This is an optimization exercise on Yosys and OpenROAD, whose aim is small area, not a production implementation. Function was checked by simulation only, so behaviour that the tests miss may differ from the original.

Setup of old:
// CicFilter
module CicFilter
#(
	parameter N = 4,
	parameter M = 1,
	parameter InDataWidth	=	14,
	parameter OutDataWidth	=	32,
	parameter DecimCntWidth	=	7
)
(
	input Clk_i,
	input Rst_i,
	input [2:0]	DecimFactor_i,
	input [InDataWidth-1:0] Data_i,
	input DataNd_i,
	output [OutDataWidth-1:0] Data_o,
	output DataValid_o
);
	wire [2:0] decR = (DecimFactor_i[2:1] == 2'b00) ? 3'd1 : DecimFactor_i;
	reg  [2:0] cnt;
	reg        mode, mode1, mode2;
	reg        dval;
	wire       hit = (cnt == (mode ? decR : 3'd4));
	wire       en0 = ~mode | (cnt == decR);
	reg [3:1] en;
	always @(posedge Clk_i or posedge Rst_i) begin
		if (Rst_i) begin
			cnt   <= 3'd0;
			mode  <= 1'b0;
			mode1 <= 1'b0;
			mode2 <= 1'b0;
			dval  <= 1'b0;
		end else begin
			if (DataNd_i) begin
				if (hit) begin
					cnt  <= 3'd1;
					mode <= 1'b1;
				end else begin
					cnt  <= cnt + 3'd1;
				end
			end
			mode1 <= mode;
			mode2 <= mode1;
			dval  <= en[3] & mode2;
		end
	end
	always @(posedge Clk_i) en <= {en[2:1], en0};
	wire [3:0] enc = {en[3], en[2], en[1], en0};
	assign DataValid_o = dval;
	wire [13:0] gx = DataNd_i ? Data_i : 14'd0;
	wire [25:0] xop;
	assign xop[6:0] = {gx[6], gx[5], gx[4], gx[3], gx[2], gx[1], gx[0]};
	reg [6:0] xd1;   
	assign xop[13:7] = {xd1[6], xd1[5], xd1[4], xd1[3], xd1[2], xd1[1], xd1[0]};
	reg [0:0] xd2;   
	assign xop[19:14] = {xd2[0], xd2[0], xd2[0], xd2[0], xd2[0], xd2[0]};
	reg [0:0] xd3;   
	assign xop[25:20] = {xd3[0], xd3[0], xd3[0], xd3[0], xd3[0], xd3[0]};
	always @(posedge Clk_i or posedge Rst_i) begin
		if (Rst_i) begin
			xd1 <= 7'd0;
			xd2 <= 1'd0;
			xd3 <= 1'd0;
		end else begin
			xd1 <= gx[13:7];
			xd2 <= {xd1[6]};
			xd3 <= {xd2[0]};
		end
	end
	reg  [25:0] a0;
	wire [25:0] a0_n;
	reg  [3:1] ka0;
	wire [3:0] ka0_o;
	CicRca #(7) add_a0_0 (.A(a0[6:0]), .B(xop[6:0]), .Ci(1'b0), .S(a0_n[6:0]), .Co(ka0_o[0]));
	CicRca #(7) add_a0_1 (.A(a0[13:7]), .B(xop[13:7]), .Ci(ka0[1]), .S(a0_n[13:7]), .Co(ka0_o[1]));
	CicRca #(6) add_a0_2 (.A(a0[19:14]), .B(xop[19:14]), .Ci(ka0[2]), .S(a0_n[19:14]), .Co(ka0_o[2]));
	CicRca #(6) add_a0_3 (.A(a0[25:20]), .B(xop[25:20]), .Ci(ka0[3]), .S(a0_n[25:20]), .Co(ka0_o[3]));
	reg  [25:0] a1;
	wire [25:0] a1_n;
	reg  [3:1] ka1;
	wire [3:0] ka1_o;
	CicRca #(7) add_a1_0 (.A(a1[6:0]), .B(a0[6:0]), .Ci(1'b0), .S(a1_n[6:0]), .Co(ka1_o[0]));
  ...
==> flow/config.mk <==
export PLATFORM = sky130hd
export DESIGN_NAME = CicFilter
export DESIGN_NICKNAME = CicFilter
export VERILOG_FILES = /design/flow/design.v
export SDC_FILE = /design/flow/constraint.sdc
export NUM_CORES = 4
export LEC_CHECK = 0
export CAP_MARGIN = 20
export CORE_MARGIN = 2
export CORE_UTILIZATION = 40
export CTS_BUF_LIST = sky130_fd_sc_hd__clkbuf_4
export SLEW_MARGIN = 20
==> flow/constraint.sdc <==
create_clock -name core_clock -period 4.0 [get_ports {Clk_i}]
set_input_delay 0.8000 -clock core_clock [delete_from_list [all_inputs] [get_ports {Clk_i}]]
set_output_delay 0.8000 -clock core_clock [all_outputs]
set_load 0.01 [all_outputs]
run.sh (not shown) runs the stock make flow with config.mk's settings and CLKGATE_MAP_FILE= SYNTH_SCRIPT=/design/flow/synth_recipe.tcl, a recipe that flattens the netlist after the stock synthesis.
old finished end to end and its layout was clean on timing, DRC and antenna.
Changes in new relative to old:
- CTS_CLUSTER_DIAMETER now 60, previously not set
- CTS_CLUSTER_SIZE now 18, previously not set
- CTS_BUF_LIST now sky130_fd_sc_hd__clkbuf_8, was sky130_fd_sc_hd__clkbuf_4
==> run summary <==
| maximum frequency | lower: old |. old and new ended up with nearly the same buffer share of cell area. Initial antenna violation count, old and new, higher one = old.

## port drivers added, routing unchanged
No port has a modelled driver above. Below, the same layouts with a new extraction and two added sets of constraints. Step 1, drivers: a clkbuf_16 drives Clk_i and a buf_2 each remaining input, both assumed. Step 2, shift: input delay + t, output delay - t, t = (earliest + latest rising clock arrival at the registers) / 2. This alone moves slack from input paths to output paths. Three values: no drivers, after step 1, after step 2; two values: the first two.
run	t (ns)	slack for setup (ns)	worst hold slack (ns)	clock arrival spread, ns	slew at the worst register clock pin (ns)
old	0.703	0.219 / 0.219 / 0.054	0.306 / 0.306 / 0.306	0.071 / 0.070	0.08 / 0.08
new	0.600	0.252 / 0.252 / 0.053	0.328 / 0.328 / 0.328	0.031 / 0.032	0.11 / 0.11
After both steps setup and hold are still met in every run listed. The setup slack of new, which loses most, moves by 0.000 ns with the drivers and by -0.199 ns with both steps.
